From an optimization exercise on the open Yosys and OpenROAD flow, aimed at small area; shortcuts taken in it are not production practice. Function was checked by simulation only, so behaviour that the tests miss may differ from the original. Power is estimated from default activity; no workload was simulated.

==> design/flow/design.v <==
module solver (
    input clk,
    input reset,
    input insert,
    input advance,
    input [3:0] value,
    output [40:0] solution
);
(* mem2reg *)
reg [40:0] counts [9];
assign solution =
    counts[0] + counts[1] + counts[2]
    + counts[3] + counts[4] + counts[5]
    + counts[6] + counts[7] + counts[8];
always @(posedge clk) begin
    if (reset) begin
        for (integer i = 0; i < 9; i = i + 1) begin
            counts[i] <= 0;
        end
    end if (insert) begin
        counts[value] <= counts[value] + 1;
    end if (advance) begin
        for (integer i = 1; i < 7; i = i + 1) begin
            counts[i - 1] <= counts[i];
        end
        counts[6] <= counts[7] + counts[0];
        counts[7] <= counts[8];
        counts[8] <= counts[0];
    end
end
endmodule
==> design/flow/run.sh <==
#!/bin/bash
# synth_recipe.tcl (not shown) runs the flow's synth.tcl, then flattens the netlist and writes it again
# the make line also repeats each setting of config.mk as NAME=value (left out here)
make -C /OpenROAD-flow-scripts/flow DESIGN_CONFIG=/design/flow/config.mk WORK_HOME=/design/flow/orfs CLKGATE_MAP_FILE= SYNTH_SCRIPT=/design/flow/synth_recipe.tcl finish
==> design/flow/config.mk <==
export PLATFORM = sky130hd
export DESIGN_NAME = solver
export DESIGN_NICKNAME = solver
export VERILOG_FILES = /design/flow/design.v
export SDC_FILE = /design/flow/constraint.sdc
export NUM_CORES = 4
export LEC_CHECK = 0
export CAP_MARGIN = 20
export CORE_MARGIN = 2
export CORE_UTILIZATION = 40
export SLEW_MARGIN = 20
==> design/flow/constraint.sdc <==
create_clock -name core_clock -period 9.0 [get_ports {clk}]
set_input_delay 1.8000 -clock core_clock [delete_from_list [all_inputs] [get_ports {clk}]]
set_output_delay 1.8000 -clock core_clock [all_outputs]
set_load 0.01 [all_outputs]
==> key figures, run 1 <==
Global routing
  – Initial antenna violation count: 1
  – Largest net degree at the start of global routing: 213
  – Grt ovf: 0
  – Total track usage: 29.7%
  – Vias in the first global route: 26,300
  – First-pass GRT wire length: 174 mm

Clocking
  – Later-pin clock latency in the skew report: 0.62 ns
  – Post-CTS Hold Buffers: 0
  – Num CTS Buffers: 46
  – Worst-path clk slew: 0.06 ns
  – Clk root buf: clkbuf_16
  – # resized after CTS: 2
  – Clock net sink count: 369
  – CTS tree: built
  – Clock buffer depth: 3
  – Post-CTS Setup Bufs: 0
  – H-tree depth: 2

Place
  – Post-DP HPWL: 80.5 mm
  – Dpl cells: 4,324
  – Placer Congestion: 0.965
  – # port buffers: 48

STA
  – Clk_skew: 0.0321 ns
  – Min Tclk post-route: 8.69 ns
  – Fin. max-slew vios: 0
  – Fmax: 115 MHz
  – Setup Viol. Count Final: 0
  – Final TNS setup: 0 ns
  – Final period util: 96.6%
  – Slew @ Worst Pin: 1.19 ns
  – Max_slew headroom: 20.5%
  – Final hold vios: 0
  – RSZ-0062 raised after global routing: no
  – Final hold slack: 0.479 ns

Worst setup path
  – WP buf/inv: 7
  – CP Class: flop to primary output
  – Crit Path Max Fanout: 5
  – Most Frequent Cell on Critical Path: fa_1
  – WP data required: 7.20 ns
  – CP Cell Sequence: inv_1, fa_1, inv_1, fa_1, fa_1, inv_1, fa_1, inv_1, ha_1, fa_1, a211oi_1, o21bai_1, nor2_1, o41ai_1, buf_4, a31oi_4, o41ai_1, buf_4, a211o_1, a31o_2, a31oi_1, xnor2_1, clkdlybuf4s50_1
  – Crit-path max cell delay: 0.55 ns
  – Critical path startpoint category: flop
  – Arrival time at the worst endpoint: 6.89 ns
  – CP max stage cell: clkdlybuf4s50_1
  – Endpoint class of the critical path: primary output
  – Delay-heaviest family, CP: adder cells

Final layout
  – Fraction of layout cells with a size suffix above 1: 7.68%
  – Top flop regs: counts (369)
  – Final core occ: 44.0%
  – Layout overhead on the synthesized area: 9.16%
  – Antenna diode count: 0
  – Most flops, register: counts
  – Nets@finish: 3,770
  – Largest register FFs: 369
  – Finished Layout Cells: 4,406

Synth
  – Sequential-to-total area share from yosys stat: 24.6%
  – YS warnings: 1
  – Synthesized flop and latch total: 369
  – Syn Std Cell Area: 30,000 µm²
  – Post-synth top cells: 380 x inv_1, 369 x dfxtp_1, 277 x fa_1
  – Main area contributors after synthesis: dfxtp_1 25%, fa_1 18%, inv_1 4.7%
  – Synth area leader: dfxtp_1
  – Most common cell in the netlist: inv_1
  – EDFF count, synth: 0
  – Synth top area share: 24.6%
  – Post-Syn Nets: 3,847
  – Syn avg cell area: 8.63 µm²
  – Netlist cell types: 108
  – Post-synth top flop: dfxtp_1
  – Gate count of the mapped netlist: 3,480
  – Ys async rst share: 0%

Floorplanning
  – Die ar.: 77,300 µm²
  – IO Pins: 49
  – Starting Density: 40.3%
  – Site Rows: 100
  – Die Width: 278 µm
  – Die span in y: 278 µm
  – Core area: 74,400 µm²

Power and ir drop
  – Leakage: 13.5 nW
  – Worst VDD drop: 0.584 mV
  – Total design power: 13.9 mW
  – Power density cells: 425 nW/µm²

Route
  – Post-DRT Antenna Nets: 0
  – Via Count: 27,400
  – WL/cell: 26.4 µm
  – Vias per cell: 6.21
  – First-pass DRT Iterations: 7
  – Drc violations: 0
  – Final WL: 116 mm
  – DR iter-0 viols: 3,513

Run status
  – Status: no timing/DRC/antenna violations

Flow run
  – Max-Cap Viols: 0

Worst hold path
  – HP Class: flop to flop
[report_power, final]
group	switching, mW	internal (mW)
combinational	5.69	4.32
clock	0.812	1.09
sequential	0.210	1.79
total	6.71	7.21
[per-stage QoR]
| step | worst slack (ns) | instance area, µm² |
|---|---|---|
| finish | 0.308 | 32800 |
| global route | 0.0136 | 32800 |
| CTS | 0.156 | 32800 |
| detailed placement | 0.572 | 31300 |
| global placement | 0.512 | 31300 |
| floorplan | 1.84 | 30000 |
[layout by cell type (no fill, tap or decap), types with 22 or more instances in the layout]
| cell type | instances |
|---|---|
| a211oi_1 | 78 |
| a21o_1 | 37 |
| a21oi_1 | 261 |
| a221o_1 | 32 |
| a221oi_1 | 22 |
| a22oi_1 | 114 |
| a2bb2oi_1 | 39 |
| a31oi_1 | 94 |
| a32oi_1 | 22 |
| and3_1 | 104 |
| buf_4 | 70 |
| clkbuf_16 | 46 |
| clkdlybuf4s50_1 | 42 |
| dfxtp_1 | 369 |
| fa_1 | 277 |
| ha_1 | 82 |
| inv_1 | 379 |
| mux2_2 | 24 |
| mux2i_1 | 22 |
| nand2_1 | 264 |
| nand3_1 | 69 |
| nor2_1 | 124 |
| nor3_1 | 87 |
| o211ai_1 | 24 |
| o21ai_0 | 220 |
| o21ai_1 | 28 |
| xnor2_1 | 64 |
| xor2_1 | 39 |
[layout make-up]
cell class,instances,area [µm²]
timing repair buffer,116,991
fill,7312,41700
clock buffer,66,1310
clock inverter,16,174
sequential,369,7390
inverter,383,1440
tap,969,1210
multi-input combinational,2487,20300
[final timing paths]
check | from | to | slack, ns | cells after the start
worst max-delay path | counts[0][2] | solution[40] | 0.31 | 23
worst min-delay path | counts[1][7] | counts[0][7] | 0.48 | 2
worst max register to register | counts[0][0] | counts[6][40] | 4.58 | 14
worst min register to register | counts[1][7] | counts[0][7] | 0.48 | 2
[routing by layer]
metal	wire length, µm	part of all wire [%]	vias up	global-route usage (%)
li1	-	-	12200	-
met2	50200	43	1525	44.8
met5	0	0	-	0
met1	48200	41	13300	40.9
met4	5550	4.8	0	12.9
met3	12200	11	305	6.31
[cell families (layout without fill, tap and decap cells)]
family                     after synthesis  in the layout  synth area share [%]
xor gates and xnor gates               122            122                  4.07
AOI/OAI and AO/OA                     1140           1140                  25.3
muxes                                   50             50                  1.90
adders and majority gates              359            359                  21.9
buffers and inverters                  624            581                  8.36
DFF                                    369            369                  24.6
and+or+nand+nor                        816            816                  13.9
[worst min-delay path, stage by stage, from the launching register on]
cell and delay, ns:
dfxtp_1 0.34, nand2_1 0.06, o21ai_0 0.06
==> run 2: changes to the inputs <==
==> design/flow/design.v (replaced) <==
module solver (
    input clk,
    input reset,
    input insert,
    input advance,
    input [3:0] value,
    output [40:0] solution
);
reg [40:0] slot [0:6];
reg [6:0]  sv;
reg [40:0] j7, j8;
reg        v7, v8;
reg [2:0]  q;
reg [40:0] total;
assign solution = total;
wire       ins = insert & ~(value[3] & |value[2:0]);
wire [3:0] qv  = {1'b0, q} + {1'b0, value[2:0]};
wire [2:0] tgt = (qv >= 4'd7) ? qv - 4'd7 : qv[2:0];
wire       to_j7 = (value == 4'd7);
wire       to_j8 = (value == 4'd8);
wire       to_adult = ~value[3] & ~to_j7;
reg [6:0] sel;
integer k, m;
always @* begin
    for (k = 0; k < 7; k = k + 1)
        sel[k] = sv[k] & (advance ? (q == k) : (to_adult & (tgt == k)));
end
wire selj7 = v7 & ~advance & to_j7;
wire selj8 = v8 & ~advance & to_j8;
reg [40:0] rd;
always @* begin
    rd = {41{selj7}} & j7 | {41{selj8}} & j8;
    for (m = 0; m < 7; m = m + 1)
        rd = rd | ({41{sel[m]}} & slot[m]);
end
wire [40:0] addend = {41{advance & v7}} & j7;
wire [40:0] sum_a  = rd + addend + {40'd0, ~advance};
wire [40:0] sum_t  = total + ({41{advance}} & rd) + {40'd0, ins & ~advance};
always @(posedge clk) begin
    if (advance) begin
        slot[q] <= sum_a;
        sv[q] <= 1'b1;
        j7 <= j8;
        v7 <= v8;
        j8 <= rd;
        v8 <= 1'b1;
        q <= (q == 3'd6) ? 3'd0 : q + 3'd1;
        total <= sum_t;
    end else begin
        if (reset) begin
            sv <= 7'd0;
            v7 <= 1'b0;
            v8 <= 1'b0;
        end
        if (ins) begin
            if (to_j7) begin
                j7 <= sum_a;
                v7 <= 1'b1;
            end else if (to_j8) begin
                j8 <= sum_a;
                v8 <= 1'b1;
            end else begin
                slot[tgt] <= sum_a;
                sv[tgt] <= 1'b1;
            end
        end
        if (reset & ~ins)
            q <= 3'd0;
        if (reset)
            total <= ins ? sum_a : 41'd0;
        else
            total <= sum_t;
    end
end
endmodule
--- a/design/flow/config.mk
+++ b/design/flow/config.mk
@@ -8,4 +8,6 @@
 export CAP_MARGIN = 20
 export CORE_MARGIN = 2
 export CORE_UTILIZATION = 40
+export CTS_BUF_LIST = sky130_fd_sc_hd__clkbuf_4
+export CTS_CLUSTER_SIZE = 30
 export SLEW_MARGIN = 20
==> key figures, run 2 <==
Run status
  – Status: no timing/DRC/antenna violations

Synth
  – Synth area leader: edfxtp_1
  – Netlist cell types: 79 (-27%)
  – Synthesized flop and latch total: 422 (+14%)
  – Post-synth top flop: edfxtp_1
  – Sequential-to-total area share from yosys stat: 57.9% (+33 points)
  – Synth top area share: 53.1% (+29 points)
  – Post-synth top cells: 372 x edfxtp_1, 228 x nand2_1, 115 x a21oi_1
  – Ys async rst share: 0% (unchanged)
  – Most common cell in the netlist: edfxtp_1
  – Syn Std Cell Area: 21,000 µm² (-30%)
  – YS warnings: 1 (unchanged)
  – Main area contributors after synthesis: edfxtp_1 53%, ha_1 6.0%, dfxtp_1 4.8%
  – Gate count of the mapped netlist: 1,838 (-47%)
  – Post-Syn Nets: 1,951 (-49%)
  – Syn avg cell area: 11.4 µm² (+33%)
  – EDFF count, synth: 372 (+372)

Global routing
  – Largest net degree at the start of global routing: 76 (-64%)
  – Grt ovf: 0 (unchanged)
  – Initial antenna violation count: 1 (unchanged)
  – Vias in the first global route: 15,700 (-40%)
  – Total track usage: 23.2% (-6.5 points)
  – First-pass GRT wire length: 95.0 mm (-45%)

Worst setup path
  – WP buf/inv: 6 (-1)
  – CP max stage cell: a311oi_1
  – Most Frequent Cell on Critical Path: ha_1
  – Critical path startpoint category: input pin
  – WP data required: 9.69 ns (+2.49 ns)
  – Crit Path Max Fanout: 12 (+7)
  – RR Startpoint: q[0]
  – Delay-heaviest family, CP: compound AO/OA/AOI/OAI gates
  – Arrival time at the worst endpoint: 9.13 ns (+2.24 ns)
  – Cell count of the worst reg-to-reg path: 29 (+15)
  – CP Class: input pin to flop
  – Reg2reg setup slack: 1.43 ns (-3.15 ns)
  – Reg-to-Reg End: total[33]
  – Endpoint class of the critical path: flop
  – Crit-path max cell delay: 0.60 ns (+0.05 ns)
  – Critical Path Stages: 30 (+30%)

Clocking
  – Num CTS Buffers: 106 (+130%)
  – Post-CTS Setup Bufs: 0 (unchanged)
  – Later-pin clock latency in the skew report: 0.89 ns (+0.27 ns)
  – Clock net sink count: 422 (+14%)
  – Worst-path clk slew: 0.06 ns (about the same)
  – Clk root buf: clkbuf_4
  – CTS tree: built
  – H-tree depth: 3 (+1)
  – Clock buffer depth: 3 (unchanged)
  – Post-CTS Hold Buffers: 0 (unchanged)
  – # resized after CTS: 0 (-2)

Power and ir drop
  – Internal: 3.99 mW (-45%)
  – Share of power burned in combinational logic: 25.1% (-47 points)
  – Worst VDD drop: 0.129 mV (-78%)
  – Sw Ratio: 31.9% (-16 points)
  – Flop pwr share: 46.0% (+32 points)
  – Leakage: 9.90 nW (-26%)
  – Clock network fraction of design power: 28.9% (+15 points)
  – Net switching power: 1.87 mW (-72%)
  – Power density cells: 244 nW/µm² (-43%)

Route
  – Via Count: 15,900 (-42%)
  – Post-DRT Antenna Nets: 0 (unchanged)
  – First-pass DRT Iterations: 6 (-1)
  – Vias per cell: 5.82 (-6.3%)
  – Final WL: 62.8 mm (-46%)
  – Drc violations: 0 (unchanged)
  – WL/cell: 22.9 µm (-13%)
  – DR iter-0 viols: 1,478 (-58%)

STA
  – Final hold vios: 0 (unchanged)
  – Setup Viol. Count Final: 0 (unchanged)
  – Min Tclk post-route: 8.44 ns (-0.257 ns)
  – Final period util: 93.7% (-2.9 points)
  – Max_slew headroom: 29.2% (+8.8 points)
  – Final TNS setup: 0 ns (unchanged)
  – RSZ-0062 raised after global routing: no
  – Clk_skew: 0.0834 ns (+0.0514 ns)
  – Fin. max-slew vios: 0 (unchanged)
  – Slew @ Worst Pin: 1.06 ns (-0.129 ns)
  – Fmax: 119 MHz (+3.0%)

Final layout
  – Finished Layout Cells: 2,739 (-38%)
  – Finished Cell Area: 24,000 µm² (-27%)
  – Final core occ: 46.0% (+2.0 points)
  – Largest register FFs: 287 (-22%)
  – Leading cell types in the layout, fill and taps excluded: 372 x edfxtp_1, 226 x nand2_1, 175 x clkbuf_4
  – Nets@finish: 2,075 (-45%)
  – Most flops, register: slot
  – Fraction of layout cells with a size suffix above 1: 13.9% (+6.2 points)
  – Layout overhead on the synthesized area: 14.3%
  – Most common library cell in the layout ignoring fill and taps: edfxtp_1

Floorplanning
  – Starting Density: 40.3% (-0.097 points)
  – Core area: 52,200 µm² (-30%)
  – Die ar.: 54,400 µm² (-30%)
  – Die span in y: 233 µm (-16%)
  – Die Width: 233 µm (-16%)
  – IO Pins: 49 (unchanged)
  – Site Rows: 84 (-16%)

Place
  – Post-DP HPWL: 40.7 mm (-49%)
  – Placer Congestion: 0.938 (-2.8%)
  – # port buffers: 48 (unchanged)
  – DP Area: 22,600 µm² (-28%)
  – Dpl cells: 2,542 (-41%)

Worst hold path
  – Worst hold endpoint: v8
  – HP Class: flop to flop
  – HP Start: v8
  – Hold depth: 1 (-1)

Flow run
  – Max-Cap Viols: 0 (unchanged)
## run 2: area by class of cell
type | instances | area, µm²
diodes | 1 | 2.50
clock buffers | 175 | 1310
clock inverters | 21 | 123
fillers | 4836 | 28200
inverters | 108 | 407
multi-input cells | 1221 | 8230
flip-flops and latches | 422 | 12200
well taps | 688 | 861
repair buffers | 103 | 936
## run 2: how the worst max path moves through the flow
| stage | start | endpoint | slack, ns |
|---|---|---|---|
| 2_1_floorplan | value[0] | total[40] | 1.13 |
| 3_3_place_gp | value[0] | total[33] | 0.05 |
| 3_5_place_dp | value[0] | total[33] | -0.05 |
| 4_1_cts | value[0] | total[33] | 0.88 |
| 5_1_grt | value[0] | slot[4][33] | 0.35 |
| 6_report | value[0] | total[33] | 0.56 |
## run 2: kinds of logic after synthesis
| group | after synthesis | synth area share (%) |
|---|---|---|
| xor+xnor | 74 | 3.12 |
| simple gates | 521 | 11.5 |
| buf+inv | 195 | 3.53 |
| compound gates | 518 | 17.3 |
| flops | 422 | 57.9 |
| fa+ha+maj | 105 | 6.43 |
| mux | 3 | 0.143 |
## run 2: power by group through the flow
stage               combinational [mW]  clock, mW  sequential, mW
floorplan                        0.894          0            2.70
global placement                  1.42          0            2.73
detailed placement                1.45          0            2.74
CTS                               1.46       1.74            2.70
global route                      1.61       1.84            2.72
finish                            1.47       1.70            2.69
## run 2: worst reg2reg max path: cells and delay by family (launching register included)
kind	cells	cell delay, ns
compound gates	10	2.66
fa+ha+maj	6	1.65
simple gates	6	1.18
buf+inv	5	0.83
flops	1	0.60
mux	1	0.28
xor+xnor	1	0.19
## run 2: layer usage
metal  part of all wire (%)  vias up  GRT usage, %
met5                      0        -             0
met4                    2.5        0          8.50
met3                    6.6      101          3.63
met2                     48      626          38.5
met1                     43     7890          30.6
li1                       -     7319             -
## run 2: through the flow
step	setup slack, ns	power (mW)	hold WS (ns)
6_report	0.565	5.86	0.473
5_1_grt	0.355	6.16	0.503
4_1_cts	0.877	5.89	0.478
3_5_place_dp	-0.0498	4.19	0.463
3_3_place_gp	0.0454	4.15	0.465
2_1_floorplan	1.13	3.59	0.439
==> run 3: changes to the inputs <==
--- a/design/flow/config.mk
+++ b/design/flow/config.mk
@@ -8,6 +8,7 @@
 export CAP_MARGIN = 20
 export CORE_MARGIN = 2
 export CORE_UTILIZATION = 40
-export CTS_BUF_LIST = sky130_fd_sc_hd__clkbuf_4
+export CTS_BUF_LIST = sky130_fd_sc_hd__clkbuf_16
+export CTS_CLUSTER_DIAMETER = 60
 export CTS_CLUSTER_SIZE = 30
 export SLEW_MARGIN = 20
==> key figures, run 3 <==
STA
  – Final hold vios: 0 (unchanged)
  – Clk_skew: 0.0278 ns (-0.0556 ns)
  – RSZ-0062 raised after global routing: no
  – Slew @ Worst Pin: 1.05 ns (-0.0142 ns)
  – Final TNS setup: 0 ns (unchanged)
  – Fin. max-slew vios: 0 (unchanged)
  – Setup Viol. Count Final: 0 (unchanged)
  – Max_slew headroom: 30.2% (+0.95 points)
  – Final period util: 96.7% (+2.9 points)
  – Min Tclk post-route: 8.70 ns (+0.265 ns)
  – Fmax: 115 MHz (-3.0%)

Synth
  – Synth top area share: 53.1% (unchanged)
  – Syn Std Cell Area: 21,000 µm² (unchanged)
  – Post-Syn Nets: 1,951 (unchanged)
  – Post-synth top flop: edfxtp_1
  – Gate count of the mapped netlist: 1,838 (unchanged)
  – YS warnings: 1 (unchanged)
  – Most common cell in the netlist: edfxtp_1
  – EDFF count, synth: 372 (unchanged)
  – Synth area leader: edfxtp_1
  – Main area contributors after synthesis: edfxtp_1 53%, ha_1 6.0%, dfxtp_1 4.8%
  – Ys async rst share: 0% (unchanged)
  – Syn avg cell area: 11.4 µm² (unchanged)
  – Sequential-to-total area share from yosys stat: 57.9% (unchanged)
  – Post-synth top cells: 372 x edfxtp_1, 228 x nand2_1, 115 x a21oi_1
  – Netlist cell types: 79 (unchanged)
  – Synthesized flop and latch total: 422 (unchanged)

Power and ir drop
  – Internal: 3.85 mW (-3.6%)
  – Worst VDD drop: 0.136 mV (+5.3%)
  – Power density cells: 242 nW/µm² (-0.65%)
  – Clock network fraction of design power: 27.8% (-1.1 points)
  – Sw Ratio: 33.2% (+1.3 points)
  – Flop pwr share: 46.7% (+0.7 points)
  – Leakage: 9.62 nW (-2.8%)
  – Net switching power: 1.91 mW (+2.3%)
  – Share of power burned in combinational logic: 25.5% (+0.4 points)

Final layout
  – Antenna diode count: 0 (-1)
  – Largest register FFs: 287 (unchanged)
  – Finished Cell Area: 23,800 µm² (-1.1%)
  – Fraction of layout cells with a size suffix above 1: 8.40% (-5.5 points)
  – Nets@finish: 2,003 (-3.5%)
  – Most common library cell in the layout ignoring fill and taps: edfxtp_1
  – Most flops, register: slot
  – Layout overhead on the synthesized area: 13.1%
  – Leading cell types in the layout, fill and taps excluded: 372 x edfxtp_1, 226 x nand2_1, 115 x a21oi_1
  – Filler Cell Count: 4,801 (-0.72%)

Worst setup path
  – CP max stage cell: a311oi_1
  – Endpoint class of the critical path: flop
  – Crit-path max cell delay: 0.64 ns (+0.04 ns)
  – WP data required: 9.45 ns (-0.24 ns)
  – Arrival time at the worst endpoint: 9.15 ns (+0.02 ns)
  – Most Frequent Cell on Critical Path: ha_1
  – Delay-heaviest family, CP: compound AO/OA/AOI/OAI gates
  – Reg2reg setup slack: 1.45 ns (+0.02 ns)
  – Crit Path Max Fanout: 12 (unchanged)
  – WP buf/inv: 6 (unchanged)
  – CP Class: input pin to flop
  – Critical path startpoint category: input pin

Place
  – DP Area: 22,600 µm² (unchanged)
  – Placer Congestion: 0.938 (unchanged)
  – Post-DP HPWL: 40.7 mm (unchanged)
  – # port buffers: 48 (unchanged)

Global routing
  – Vias in the first global route: 15,100 (-4.3%)
  – First-pass GRT wire length: 93.5 mm (-1.6%)
  – Met1 usage: 31.0% (+0.36 points)
  – Met2 usage: 38.1% (-0.42 points)
  – Global route hottest layer: met2
  – Met3 usage: 2.47% (-1.2 points)
  – Initial antenna violation count: 0 (-1)
  – Total track usage: 22.7% (-0.47 points)
  – Grt ovf: 0 (unchanged)
  – Largest net degree at the start of global routing: 76 (unchanged)

Route
  – DR iter-0 viols: 1,742 (+18%)
  – Vias per cell: 5.92 (+1.7%)
  – Via Count: 15,400 (-3.3%)
  – Final WL: 61.9 mm (-1.3%)
  – WL/cell: 23.8 µm (+3.8%)
  – First-pass DRT Iterations: 6 (unchanged)
  – Post-DRT Antenna Nets: 0 (unchanged)
  – Drc violations: 0 (unchanged)

Floorplanning
  – Site Rows: 84 (unchanged)
  – Die ar.: 54,400 µm² (unchanged)
  – Die span in y: 233 µm (unchanged)
  – Die Width: 233 µm (unchanged)
  – Starting Density: 40.3% (unchanged)
  – IO Pins: 49 (unchanged)
  – Core area: 52,200 µm² (unchanged)

Clocking
  – Worst-path clk slew: 0.09 ns (+0.03 ns)
  – H-tree depth: 2 (-1)
  – Clock net sink count: 422 (unchanged)
  – Clk root buf: clkbuf_16
  – Post-CTS Setup Bufs: 0 (unchanged)
  – # resized after CTS: 0 (unchanged)
  – CTS tree: built
  – Post-CTS Hold Buffers: 0 (unchanged)
  – Clock buffer depth: 3 (unchanged)
  – Num CTS Buffers: 34 (-68%)
  – Later-pin clock latency in the skew report: 0.59 ns (-0.30 ns)

Flow run
  – Max-Cap Viols: 0 (unchanged)

Run status
  – Status: no timing/DRC/antenna violations

Worst hold path
  – HP Class: flop to flop
==> run 3: final timing paths <==
path                               start   endpoint  cells past startpoint
worst min register to register        v8         v8                      1
worst max register to register      q[0]  total[33]                     29
worst max-delay path            value[0]  total[33]                     30
worst min-delay path                  v8         v8                      1
==> run 3: power groups by stage <==
stage | registers [mW] | logic [mW] | clock network (mW)
2_1_floorplan | 2.70 | 0.894 | 0
3_3_place_gp | 2.73 | 1.42 | 0
3_5_place_dp | 2.74 | 1.45 | 0
4_1_cts | 2.69 | 1.46 | 1.63
5_1_grt | 2.71 | 1.61 | 1.69
6_report | 2.69 | 1.47 | 1.60
==> run 3: area by class of cell <==
class	instances	area (µm²)	share of cell area, %
Tap cell	688	861	3.62
Inverter	108	407	1.71
Multi-Input combinational cell	1221	8230	34.6
Clock buffer	34	851	3.58
Sequential cell	422	12200	51.2
Clock inverter	28	319	1.34
Timing Repair Buffer	103	936	3.94
==> run 3: cell families after synthesis <==
logic type               count (synthesis)  synth area share, %
AO/OA/AOI/OAI                          518                 17.3
XOR/XNOR                                74                 3.12
adder cells (fa/ha/maj)                105                 6.43
buffers and inverters                  195                 3.53
flip-flops                             422                 57.9
multiplexers                             3                0.143
AND/OR/NAND/NOR                        521                 11.5
==> run 3: stage by stage <==
stage | hold slack [ns] | util [%] | total power, mW | instances | setup slack [ns]
detailed placement | 0.463 | 43.3 | 4.19 | 2542 | -0.0498
floorplan | 0.439 | - | 3.59 | 1838 | 1.13
global route | 0.505 | 45.5 | 6.01 | 2604 | 0.0591
finish | 0.478 | 45.5 | 5.76 | 2604 | 0.300
CTS | 0.481 | 45.5 | 5.78 | 2604 | 0.550
global placement | 0.465 | 43.2 | 4.15 | 2540 | 0.0454
==> run 3: layer usage <==
layer | routed length (µm) | share of wire, % | vias up
met4 | 1520 | 2.4 | 0
met5 | 0 | 0 | -
met2 | 29900 | 48 | 540
met3 | 3720 | 6.0 | 87
met1 | 26800 | 43 | 7692
li1 | - | - | 7090
==> run 3: worst register-to-register path, delay by kind of cell, from the launching register on <==
family | cells | cell delay (ns)
compound gates | 10 | 2.69
fa+ha+maj | 6 | 1.65
simple gates | 6 | 1.18
buf+inv | 5 | 0.84
flops | 1 | 0.59
mux | 1 | 0.28
xor+xnor | 1 | 0.19
==> run 4: changes to the inputs <==
--- a/design/flow/config.mk
+++ b/design/flow/config.mk
@@ -8,7 +8,4 @@
 export CAP_MARGIN = 20
 export CORE_MARGIN = 2
 export CORE_UTILIZATION = 40
-export CTS_BUF_LIST = sky130_fd_sc_hd__clkbuf_16
-export CTS_CLUSTER_DIAMETER = 60
-export CTS_CLUSTER_SIZE = 30
 export SLEW_MARGIN = 20
==> key figures, run 4 <==
Run status
  – Status: no timing/DRC/antenna violations

Synth
  – Ys async rst share: 0% (unchanged)
  – YS warnings: 1 (unchanged)
  – Syn avg cell area: 11.4 µm² (unchanged)
  – Sequential-to-total area share from yosys stat: 57.9% (unchanged)
  – Netlist cell types: 79 (unchanged)
  – Post-synth top flop: edfxtp_1
  – Syn Std Cell Area: 21,000 µm² (unchanged)
  – Synthesized flop and latch total: 422 (unchanged)
  – Synth area leader: edfxtp_1
  – Gate count of the mapped netlist: 1,838 (unchanged)
  – Post-Syn Nets: 1,951 (unchanged)
  – Main area contributors after synthesis: edfxtp_1 53%, ha_1 6.0%, dfxtp_1 4.8%
  – Most common cell in the netlist: edfxtp_1
  – EDFF count, synth: 372 (unchanged)
  – Synth top area share: 53.1% (unchanged)
  – Post-synth top cells: 372 x edfxtp_1, 228 x nand2_1, 115 x a21oi_1

Floorplanning
  – Die Width: 233 µm (unchanged)
  – IO Pins: 49 (unchanged)
  – Site Rows: 84 (unchanged)
  – Starting Density: 40.3% (unchanged)
  – Die span in y: 233 µm (unchanged)
  – Die ar.: 54,400 µm² (unchanged)
  – Core area: 52,200 µm² (unchanged)

Worst setup path
  – WP data required: 9.43 ns (-0.02 ns)
  – Crit-path max cell delay: 0.62 ns (-0.02 ns)
  – Crit Path Max Fanout: 12 (unchanged)
  – RR Startpoint: q[0]
  – CP Class: input pin to flop
  – WP buf/inv: 6 (unchanged)
  – CP max stage cell: a311oi_1
  – Cell count of the worst reg-to-reg path: 29 (unchanged)
  – Reg-to-Reg End: total[33]
  – Reg2reg setup slack: 1.49 ns (+0.04 ns)
  – Most Frequent Cell on Critical Path: ha_1
  – Endpoint class of the critical path: flop
  – Critical path startpoint category: input pin
  – Arrival time at the worst endpoint: 9.08 ns (-0.07 ns)
  – Delay-heaviest family, CP: compound AO/OA/AOI/OAI gates

Clocking
  – Worst-path clk slew: 0.06 ns (-0.03 ns)
  – Post-CTS Hold Buffers: 0 (unchanged)
  – Clock buffer depth: 3 (unchanged)
  – Clk root buf: clkbuf_16
  – Post-CTS Setup Bufs: 0 (unchanged)
  – CTS tree: built
  – Later-pin clock latency in the skew report: 0.59 ns (about the same)
  – Clock net sink count: 422 (unchanged)
  – Num CTS Buffers: 44 (+29%)
  – H-tree depth: 2 (unchanged)
  – # resized after CTS: 0 (unchanged)

Final layout
  – Final core occ: 45.9% (+0.44 points)
  – Antenna diode count: 0 (unchanged)
  – Area taken by flip-flops and latches: 12,200 µm² (unchanged)
  – Fraction of layout cells with a size suffix above 1: 8.34% (-0.061 points)
  – Nets@finish: 2,013 (+0.50%)
  – Leading cell types in the layout, fill and taps excluded: 372 x edfxtp_1, 226 x nand2_1, 115 x a21oi_1
  – Finished Cell Area: 24,000 µm² (+0.96%)
  – Largest register FFs: 287 (unchanged)
  – Most common library cell in the layout ignoring fill and taps: edfxtp_1
  – Most flops, register: slot
  – Layout overhead on the synthesized area: 14.2%
  – Area of the multi-input gates: 8230 µm² (unchanged)
  – Filler Cell Count: 4,762 (-0.81%)

Global routing
  – Largest net degree at the start of global routing: 76 (unchanged)
  – First-pass GRT wire length: 93.8 mm (+0.37%)
  – Total track usage: 22.9% (+0.19 points)
  – Grt ovf: 0 (unchanged)
  – Initial antenna violation count: 0 (unchanged)
  – Vias in the first global route: 15,200 (+0.92%)

STA
  – Max_slew headroom: 28.4% (-1.8 points)
  – Final period util: 96.1% (-0.56 points)
  – Min Tclk post-route: 8.65 ns (-0.0503 ns)
  – Setup Viol. Count Final: 0 (unchanged)
  – Final hold vios: 0 (unchanged)
  – Slew @ Worst Pin: 1.07 ns (+0.0274 ns)
  – Fmax: 116 MHz (+0.58%)
  – Clk_skew: 0.0239 ns (-0.00394 ns)
  – Fin. max-slew vios: 0 (unchanged)
  – RSZ-0062 raised after global routing: no

Route
  – DR iter-0 viols: 1,708 (-2.0%)
  – Via Count: 15,500 (+0.66%)
  – Final WL: 62.3 mm (+0.64%)
  – First-pass DRT Iterations: 6 (unchanged)
  – WL/cell: 23.8 µm (+0.10%)
  – Vias per cell: 5.92 (+0.12%)
  – Post-DRT Antenna Nets: 0 (unchanged)
  – Drc violations: 0 (unchanged)

Power and ir drop
  – Worst VDD drop: 0.129 mV (-4.8%)
  – Leakage: 9.72 nW (+1.1%)
  – Power density cells: 250 nW/µm² (+3.1%)

Worst hold path
  – Worst hold endpoint: v8
  – HP Class: flop to flop
  – HP Start: v8
  – Hold depth: 1 (unchanged)

Place
  – # port buffers: 48 (unchanged)
  – DP Area: 22,600 µm² (unchanged)
  – Post-DP HPWL: 40.7 mm (unchanged)
  – Placer Congestion: 0.938 (unchanged)

Flow run
  – Max-Cap Viols: 0 (unchanged)
run 4: cell counts after synthesis:
Identical to the previous run, type by type.
run 4: metrics by stage:
step	std cells	setup slack (ns)	hold WS (ns)	TNS (ns)	power (mW)
finish	2618	0.350	0.476	0	5.99
CTS	2618	0.542	0.476	0	6.01
global placement	2540	0.0454	0.465	0	4.15
floorplan	1838	1.13	0.439	0	3.59
detailed placement	2542	-0.0498	0.463	-0.338	4.19
global route	2618	0.0601	0.500	0	6.26
run 4: logic make-up (layout without fill, tap and decap cells):
group,Yosys count,in the layout,share of synthesized area (%)
AO/OA/AOI/OAI,518,518,17.3
XOR/XNOR,74,74,3.12
adder cells (fa/ha/maj),105,105,6.43
buffers and inverters,195,287,3.53
flip-flops,422,422,57.9
multiplexers,3,3,0.143
AND/OR/NAND/NOR,521,521,11.5
run 4: how the worst max path moves through the flow:
stage	start	end	slack, ns	cells after the start
floorplan	value[0]	total[40]	1.13	29
detailed placement	value[0]	total[33]	-0.05	30
CTS	value[0]	total[33]	0.54	30
finish	value[0]	total[33]	0.35	30
global placement	value[0]	total[33]	0.05	30
global route	value[0]	slot[4][33]	0.06	31
run 4: power by group:
part / leakage (nW) / switching (mW) / internal, mW / total, mW
clock network: 0.680 / 0.772 / 1.06 / 1.83
logic: 5.08 / 0.916 / 0.552 / 1.47
registers: 3.96 / 0.157 / 2.54 / 2.70
total: 9.72 / 1.84 / 4.15 / 5.99
run 4: worst reg2reg max path: cells and delay by family (launching register included):
kind | cells | cell delay (ns)
compound gates | 10 | 2.63
fa+ha+maj | 6 | 1.65
simple gates | 6 | 1.18
buf+inv | 5 | 0.83
flops | 1 | 0.59
mux | 1 | 0.28
xor+xnor | 1 | 0.19
run 4: cell type report:
| type | count | area share [%] |
|---|---|---|
| Sequential cell | 422 | 50.7 |
| Tap cell | 688 | 3.59 |
| Timing Repair Buffer | 103 | 3.90 |
| Clock buffer | 53 | 4.82 |
| Multi-Input combinational cell | 1221 | 34.3 |
| Clock inverter | 23 | 1.01 |
| Inverter | 108 | 1.69 |
run 4: metal layers:
metal  GRT usage (%)  share of wire (%)  vias to the layer above  routed length (µm)
met5               0                  0                        -                   0
met1            30.7                 43                     7735               26900
met3            3.54                6.4                      107                3970
li1                -                  -                     7112                   -
met2            38.1                 48                      556               29800
met4            7.15                2.8                        0                1720
==> run 5: changes to the inputs <==
--- a/design/flow/config.mk
+++ b/design/flow/config.mk
@@ -8,4 +8,7 @@
 export CAP_MARGIN = 20
 export CORE_MARGIN = 2
 export CORE_UTILIZATION = 40
+export CTS_BUF_LIST = sky130_fd_sc_hd__clkbuf_8
+export CTS_CLUSTER_DIAMETER = 50
+export CTS_CLUSTER_SIZE = 20
 export SLEW_MARGIN = 20
==> key figures, run 5 <==
Run status
  – Status: no timing/DRC/antenna violations

STA
  – Fmax: 116 MHz (+0.28%)
  – Slew @ Worst Pin: 1.07 ns (-0.00908 ns)
  – Max_slew headroom: 29.0% (+0.61 points)
  – Setup Viol. Count Final: 0 (unchanged)
  – Min Tclk post-route: 8.63 ns (-0.0245 ns)
  – Clk_skew: 0.0517 ns (+0.0278 ns)
  – Fin. max-slew vios: 0 (unchanged)
  – Final hold vios: 0 (unchanged)
  – RSZ-0062 raised after global routing: no
  – Final period util: 95.8% (-0.27 points)

Global routing
  – First-pass GRT wire length: 93.8 mm (about the same)
  – Largest net degree at the start of global routing: 76 (unchanged)
  – Vias in the first global route: 15,200 (+0.086%)
  – Total track usage: 22.8% (-0.11 points)
  – Initial antenna violation count: 1 (+1)
  – Grt ovf: 0 (unchanged)

Final layout
  – Final core occ: 45.3% (-0.67 points)
  – Finished Layout Cells: 2,619 (+0.038%)
  – Largest register FFs: 287 (unchanged)
  – Most common library cell in the layout ignoring fill and taps: edfxtp_1
  – Nets@finish: 2,010 (-0.15%)
  – Leading cell types in the layout, fill and taps excluded: 372 x edfxtp_1, 226 x nand2_1, 115 x a21oi_1
  – Layout overhead on the synthesized area: 12.5%
  – Fraction of layout cells with a size suffix above 1: 9.07% (+0.73 points)
  – Most flops, register: slot

Clocking
  – Clock net sink count: 422 (unchanged)
  – Later-pin clock latency in the skew report: 0.68 ns (+0.09 ns)
  – H-tree depth: 2 (unchanged)
  – Num CTS Buffers: 41 (-6.8%)
  – Clock buffer depth: 3 (unchanged)
  – CTS tree: built
  – Worst-path clk slew: 0.11 ns (+0.05 ns)
  – Clk root buf: clkbuf_8
  – # resized after CTS: 0 (unchanged)
  – Post-CTS Hold Buffers: 0 (unchanged)
  – Post-CTS Setup Bufs: 0 (unchanged)

Worst setup path
  – Reg2reg setup slack: 1.44 ns (-0.05 ns)
  – Arrival time at the worst endpoint: 9.13 ns (+0.05 ns)
  – Worst setup path endpoint: total[33]
  – RR Startpoint: q[0]
  – WP data required: 9.50 ns (+0.07 ns)
  – Cell count of the worst reg-to-reg path: 29 (unchanged)
  – CP startpoint: value[0]
  – Reg-to-Reg End: total[33]
  – Critical path startpoint category: input pin
  – Endpoint class of the critical path: flop
  – CP Class: input pin to flop
  – Crit Path Max Fanout: 12 (unchanged)
  – Most Frequent Cell on Critical Path: ha_1
  – CP max stage cell: a311oi_1
  – Crit-path max cell delay: 0.63 ns (about the same)

Worst hold path
  – HP Class: flop to flop

Synth
  – Most common cell in the netlist: edfxtp_1
  – Ys async rst share: 0% (unchanged)
  – Syn Std Cell Area: 21,000 µm² (unchanged)
  – Sequential-to-total area share from yosys stat: 57.9% (unchanged)
  – Area share of fa/ha/maj cells after synthesis: 6.43% (unchanged)
  – Largest family of logic cells by synthesized area: compound AO/OA/AOI/OAI gates
  – Syn avg cell area: 11.4 µm² (unchanged)
  – Post-synthesis mux area share: 0.143% (unchanged)
  – Post-synth top cells: 372 x edfxtp_1, 228 x nand2_1, 115 x a21oi_1
  – Gate count of the mapped netlist: 1,838 (unchanged)
  – XOR/XNOR Fraction of Synth Area: 3.12% (unchanged)
  – Compound-Gate Fraction of Synth Area: 17.3% (unchanged)
  – Post-Syn Nets: 1,951 (unchanged)
  – Main area contributors after synthesis: edfxtp_1 53%, ha_1 6.0%, dfxtp_1 4.8%
  – YS warnings: 1 (unchanged)
  – Synth top area share: 53.1% (unchanged)
  – Synth area leader: edfxtp_1
  – EDFF count, synth: 372 (unchanged)
  – Synthesized flop and latch total: 422 (unchanged)
  – Post-synthesis simple-gate area fraction: 11.5% (unchanged)
  – Post-synth top flop: edfxtp_1
  – Netlist cell types: 79 (unchanged)

Power and ir drop
  – Sw Ratio: 33.9% (+3.1 points)
  – Worst VDD drop: 0.162 mV (+25%)
  – Leakage: 9.55 nW (-1.7%)
  – Flop pwr share: 47.8% (+2.8 points)
  – Clock network fraction of design power: 26.0% (-4.5 points)
  – Internal: 3.72 mW (-10%)
  – Power density cells: 238 nW/µm² (-4.7%)
  – Net switching power: 1.91 mW (+3.3%)
  – Share of power burned in combinational logic: 26.2% (+1.7 points)

Route
  – Post-DRT Antenna Nets: 0 (unchanged)
  – WL/cell: 23.8 µm (-0.24%)
  – DR iter-0 viols: 1,727 (+1.1%)
  – Vias per cell: 5.96 (+0.54%)
  – Via Count: 15,600 (+0.57%)
  – Drc violations: 0 (unchanged)
  – Final WL: 62.2 mm (-0.21%)
  – First-pass DRT Iterations: 5 (-1)

Place
  – # port buffers: 48 (unchanged)
  – Post-DP HPWL: 40.7 mm (unchanged)
  – Dpl cells: 2,542 (unchanged)
  – Placer Congestion: 0.938 (unchanged)

Floorplanning
  – Site Rows: 84 (unchanged)
  – IO Pins: 49 (unchanged)
  – Die span in y: 233 µm (unchanged)
  – Die ar.: 54,400 µm² (unchanged)
  – Starting Density: 40.3% (unchanged)
  – Die Width: 233 µm (unchanged)
  – Core area: 52,200 µm² (unchanged)

Flow run
  – Max-Cap Viols: 0 (unchanged)
==> run 5: changes by cell type in the layout (fill, tap and decap cells not counted), sizes merged <==
cell,delta
diode,+1
clkbuf,-10
clkinvlp,+3
bufinv,-1
inv,+13
clkinv,-5
==> run 5: stage by stage <==
| stage | setup WS [ns] | power [mW] | hold WS [ns] | TNS (ns) | area [µm²] |
|---|---|---|---|---|---|
| after floorplan | 1.13 | 3.59 | 0.439 | 0 | 21000 |
| after CTS | 0.627 | 5.64 | 0.489 | 0 | 23700 |
| final | 0.374 | 5.63 | 0.485 | 0 | 23700 |
| after global routing | 0.165 | 5.88 | 0.514 | 0 | 23700 |
| after detailed placement | -0.0498 | 4.19 | 0.463 | -0.338 | 22600 |
| after global placement | 0.0454 | 4.15 | 0.465 | 0 | 22600 |
==> run 5: how the worst min path moves through the flow <==
stage                     start  end  slack [ns]  depth (start not counted)
after floorplan              v8   v7        0.44                          2
after global placement       v8   v8        0.47                          1
after detailed placement     v8   v8        0.46                          1
after CTS                    v8   v8        0.49                          1
after global routing         v8   v8        0.51                          1
final                        v8   v8        0.49                          1
==> run 5: cell type report <==
class / count / area (µm²)
Clock inverter: 33 / 457
Tap cell: 688 / 861
Sequential cell: 422 / 12200
Timing Repair Buffer: 103 / 936
Antenna cell: 1 / 2.50
Multi-Input combinational cell: 1221 / 8230
Inverter: 108 / 407
Clock buffer: 43 / 592
Fill cell: 4821 / 28600
==> run 5: power by group through the flow <==
stage               Clock [mW]  Combinational [mW]  Sequential [mW]
global route              1.56                1.61             2.71
global placement             0                1.42             2.73
CTS                       1.49                1.46             2.69
finish                    1.46                1.47             2.69
detailed placement           0                1.45             2.74
floorplan                    0               0.894             2.70
==> run 5: critical path: cells and delay by family <==
kind            cells  cell delay, ns
xor+xnor            1            0.18
mux                 1            0.28
simple gates        6            1.20
compound gates     10            2.66
fa+ha+maj           6            1.59
buf+inv             6            1.38
==> run 5: logic make-up (layout without fill, tap and decap cells) <==
family / Yosys count / after routing
fa+ha+maj: 105 / 105
compound gates: 518 / 518
xor+xnor: 74 / 74
other cells: 0 / 1
buf+inv: 195 / 287
flops: 422 / 422
mux: 3 / 3
simple gates: 521 / 521
==> run 5: per-layer routing <==
| layer | vias to the layer above | global-route usage [%] | part of all wire [%] | wire length, µm |
|---|---|---|---|---|
| li1 | 7109 | - | - | - |
| met1 | 7814 | 30.8 | 43 | 26900 |
| met2 | 587 | 38.3 | 48 | 29900 |
| met3 | 89 | 3.11 | 6.3 | 3890 |
| met4 | 0 | 6.25 | 2.4 | 1490 |
| met5 | - | 0 | 0 | 0 |
==> run 6: changes to the inputs <==
==> design/flow/flow/run.sh (new file) <==
#!/bin/bash
# Standard ORFS layout, but clock tree synthesis without dummy loads and with
# a chosen buffer and sink clustering.
set -euo pipefail
export CTS_ARGS="-sink_clustering_enable -repair_clock_nets -dont_use_dummy_load -sink_clustering_size 20 -sink_clustering_max_diameter 50 -buf_list sky130_fd_sc_hd__clkbuf_8"
bash standard.sh > standard_flow.log 2>&1
==> design/flow/standard.sh (new file) <==
#!/bin/bash
# synth_recipe.tcl (not shown) runs the flow's synth.tcl, then flattens the netlist and writes it again
# the make line also repeats each setting of config.mk as NAME=value (left out here)
make -C /OpenROAD-flow-scripts/flow DESIGN_CONFIG=/design/flow/config.mk WORK_HOME=/design/flow/orfs CLKGATE_MAP_FILE= SYNTH_SCRIPT=/design/flow/synth_recipe.tcl "${@:-finish}"
--- a/design/flow/config.mk
+++ b/design/flow/config.mk
@@ -8,7 +8,4 @@
 export CAP_MARGIN = 20
 export CORE_MARGIN = 2
 export CORE_UTILIZATION = 40
-export CTS_BUF_LIST = sky130_fd_sc_hd__clkbuf_8
-export CTS_CLUSTER_DIAMETER = 50
-export CTS_CLUSTER_SIZE = 20
 export SLEW_MARGIN = 20
removed: design/flow/run.sh
==> key figures, run 6 <==
STA
  – RSZ-0062 raised after global routing: no
  – Fmax: 115 MHz (-0.51%)
  – Clk_skew: 0.109 ns (+0.0576 ns)
  – Final hold slack: 0.482 ns (-0.00334 ns)
  – Slew @ Worst Pin: 1.08 ns (+0.0116 ns)
  – Fin. max-slew vios: 0 (unchanged)
  – Final hold vios: 0 (unchanged)
  – Max_slew headroom: 28.2% (-0.77 points)
  – Setup Viol. Count Final: 0 (unchanged)
  – Final TNS setup: 0 ns (unchanged)
  – Final period util: 96.3% (+0.49 points)
  – Min Tclk post-route: 8.67 ns (+0.0440 ns)

Worst setup path
  – Crit-path max cell delay: 0.63 ns (about the same)
  – Endpoint class of the critical path: flop
  – Crit Path Max Fanout: 12 (unchanged)
  – WP data required: 9.45 ns (-0.05 ns)
  – Most Frequent Cell on Critical Path: ha_1
  – Arrival time at the worst endpoint: 9.12 ns (about the same)
  – CP Class: input pin to flop
  – Critical path startpoint category: input pin
  – CP max stage cell: a311oi_1

Route
  – Via Count: 15,400 (-1.3%)
  – Post-DRT Antenna Nets: 0 (unchanged)
  – First-pass DRT Iterations: 8 (+3)
  – Vias per cell: 5.96 (about the same)
  – DR iter-0 viols: 1,696 (-1.8%)
  – Drc violations: 0 (unchanged)
  – WL/cell: 24.0 µm (+1.1%)
  – Final WL: 62.0 mm (-0.26%)

Worst hold path
  – HP Class: flop to flop

Synth
  – Syn Std Cell Area: 21,000 µm² (unchanged)
  – Ys async rst share: 0% (unchanged)
  – Most common cell in the netlist: edfxtp_1
  – EDFF count, synth: 372 (unchanged)
  – Synth top area share: 53.1% (unchanged)
  – Gate count of the mapped netlist: 1,838 (unchanged)
  – Netlist cell types: 79 (unchanged)
  – Synth area leader: edfxtp_1
  – Synthesized flop and latch total: 422 (unchanged)
  – Main area contributors after synthesis: edfxtp_1 53%, ha_1 6.0%, dfxtp_1 4.8%
  – Post-Syn Nets: 1,951 (unchanged)
  – YS warnings: 1 (unchanged)
  – Post-synth top cells: 372 x edfxtp_1, 228 x nand2_1, 115 x a21oi_1
  – Syn avg cell area: 11.4 µm² (unchanged)
  – Post-synth top flop: edfxtp_1
  – Sequential-to-total area share from yosys stat: 57.9% (unchanged)

Power and ir drop
  – Clock network fraction of design power: 19.9% (-6.1 points)
  – Power density cells: 224 nW/µm² (-5.7%)
  – Net switching power: 1.70 mW (-11%)
  – Leakage: 9.34 nW (-2.3%)
  – Worst VDD drop: 0.139 mV (-14%)
  – Internal: 3.49 mW (-6.1%)
  – Flop pwr share: 51.8% (+4.0 points)
  – Sw Ratio: 32.8% (-1.1 points)
  – Share of power burned in combinational logic: 28.2% (+2.0 points)

Run status
  – Status: no timing/DRC/antenna violations

Final layout
  – Area taken by flip-flops and latches: 12,200 µm² (unchanged)
  – Layout overhead on the synthesized area: 10.2%
  – Filler Cell Count: 4,859 (+0.79%)
  – Leading cell types in the layout, fill and taps excluded: 372 x edfxtp_1, 226 x nand2_1, 115 x a21oi_1
  – Most common library cell in the layout ignoring fill and taps: edfxtp_1
  – Largest register FFs: 287 (unchanged)
  – Fraction of layout cells with a size suffix above 1: 7.49% (-1.6 points)
  – Area of the multi-input gates: 8230 µm² (unchanged)
  – Nets@finish: 2,010 (unchanged)
  – Most flops, register: slot

Floorplanning
  – Die span in y: 233 µm (unchanged)
  – Die Width: 233 µm (unchanged)
  – IO Pins: 49 (unchanged)
  – Die ar.: 54,400 µm² (unchanged)
  – Core area: 52,200 µm² (unchanged)
  – Starting Density: 40.3% (unchanged)
  – Site Rows: 84 (unchanged)

Global routing
  – Grt ovf: 0 (unchanged)
  – Total track usage: 22.7% (-0.058 points)
  – Vias in the first global route: 15,100 (-0.73%)
  – Initial antenna violation count: 1 (unchanged)
  – First-pass GRT wire length: 93.5 mm (-0.37%)
  – Largest net degree at the start of global routing: 76 (unchanged)

Place
  – # port buffers: 48 (unchanged)
  – Post-DP HPWL: 40.7 mm (unchanged)
  – Placer Congestion: 0.938 (unchanged)

Clocking
  – Clock net sink count: 422 (unchanged)
  – Clk root buf: clkbuf_8
  – Worst-path clk slew: 0.10 ns (about the same)
  – Post-CTS Hold Buffers: 0 (unchanged)
  – Num CTS Buffers: 41 (unchanged)
  – H-tree depth: 2 (unchanged)
  – Clock buffer depth: 3 (unchanged)
  – # resized after CTS: 0 (unchanged)
  – Later-pin clock latency in the skew report: 0.66 ns (-0.02 ns)
  – Post-CTS Setup Bufs: 0 (unchanged)
  – CTS tree: built

Flow run
  – Max-Cap Viols: 0 (unchanged)
run 6: final timing paths:
path	from	endpoint	slack, ns	cells after the start
max reg2reg	q[0]	total[35]	1.46	29
min reg2reg	v8	v8	0.48	1
min	v8	v8	0.48	1
max	value[0]	total[35]	0.33	30
run 6: power by group through the flow:
stage / Clock, mW / Combinational [mW] / Sequential [mW]
after floorplan: 0 / 0.894 / 2.70
after detailed placement: 0 / 1.45 / 2.74
after global routing: 1.13 / 1.61 / 2.72
after CTS: 1.07 / 1.46 / 2.69
after global placement: 0 / 1.42 / 2.73
final: 1.04 / 1.47 / 2.69
run 6: cell type report:
cell class	count	area share, %
diodes	1	0.0108
clock buffers	41	2.44
inverters	108	1.76
multi-input cells	1221	35.5
flip-flops and latches	422	52.5
well taps	688	3.72
repair buffers	103	4.04
run 6: worst max-delay path: cells and delay by family:
family | cells | cell delay [ns]
multiplexers | 1 | 0.28
adder cells (fa/ha/maj) | 6 | 1.59
buffers and inverters | 6 | 1.39
AND/OR/NAND/NOR | 6 | 1.17
AO/OA/AOI/OAI | 10 | 2.69
XOR/XNOR | 1 | 0.18
run 6: logic make-up after synthesis:
logic type,after synthesis,share of synthesized area (%)
buf+inv,195,3.53
compound gates,518,17.3
simple gates,521,11.5
xor+xnor,74,3.12
flops,422,57.9
fa+ha+maj,105,6.43
mux,3,0.143
run 6: stage by stage:
stage / total power, mW / instances / cell area (µm²) / setup WS, ns / util, %
2_1_floorplan: 3.59 / 1838 / 21000 / 1.13 / -
3_3_place_gp: 4.15 / 2540 / 22600 / 0.0454 / 43.2
3_5_place_dp: 4.19 / 2542 / 22600 / -0.0498 / 43.3
4_1_cts: 5.22 / 2583 / 23200 / 0.609 / 44.4
5_1_grt: 5.45 / 2584 / 23200 / 0.113 / 44.4
6_report: 5.20 / 2584 / 23200 / 0.330 / 44.4
run 6: layer usage:
metal  vias to the layer above  track usage [%]  share of wire (%)
met5                         -                0                  0
met1                      7731             30.8                 43
met4                         0             6.43                2.3
li1                       7061                -                  -
met2                       525             38.1                 48
met3                        86             3.08                6.2

-- afterwards: timing with drivers on the ports --
In the flow no input, the clock included, has a driving cell. The finished layouts below were timed again as built, in two steps.
Step 1 (the two cells are an assumption about what drives the block):
set clk [get_ports {clk}]
set_driving_cell -lib_cell sky130_fd_sc_hd__clkbuf_16 $clk
set_driving_cell -lib_cell sky130_fd_sc_hd__buf_2 [delete_from_list [all_inputs] $clk]
Step 2, shift: input delay + t, output delay - t, t = (earliest + latest rising clock arrival at the registers) / 2. This alone moves slack from input paths to output paths.
Three values: ideal, step 1, step 2; two values: the first two.
| run | shift t [ns] | setup WS [ns] | clock arrival spread, ns | worst register clock-pin slew, ns |
|---|---|---|---|---|
| run 1 | 0.670 | 0.308 / 0.245 / 0.915 | 0.032 / 0.032 | 0.07 / 0.07 |
| run 2 | 0.896 | 0.565 / 0.591 / -0.305 | 0.084 / 0.083 | 0.08 / 0.08 |
| run 3 | 0.628 | 0.300 / 0.328 / -0.300 | 0.027 / 0.028 | 0.10 / 0.10 |
| run 4 | 0.623 | 0.350 / 0.375 / -0.249 | 0.023 / 0.023 | 0.07 / 0.07 |
| run 5 | 0.704 | 0.374 / 0.401 / -0.303 | 0.051 / 0.051 | 0.12 / 0.12 |
| run 6 | 0.660 | 0.330 / 0.357 / -0.304 | 0.110 / 0.109 | 0.12 / 0.12 |
Met with ideal ports but missed after step 2: setup timing in 5 of these runs. The setup slack of run 2, which loses most, moves by +0.026 ns with the drivers and by -0.870 ns with both steps.
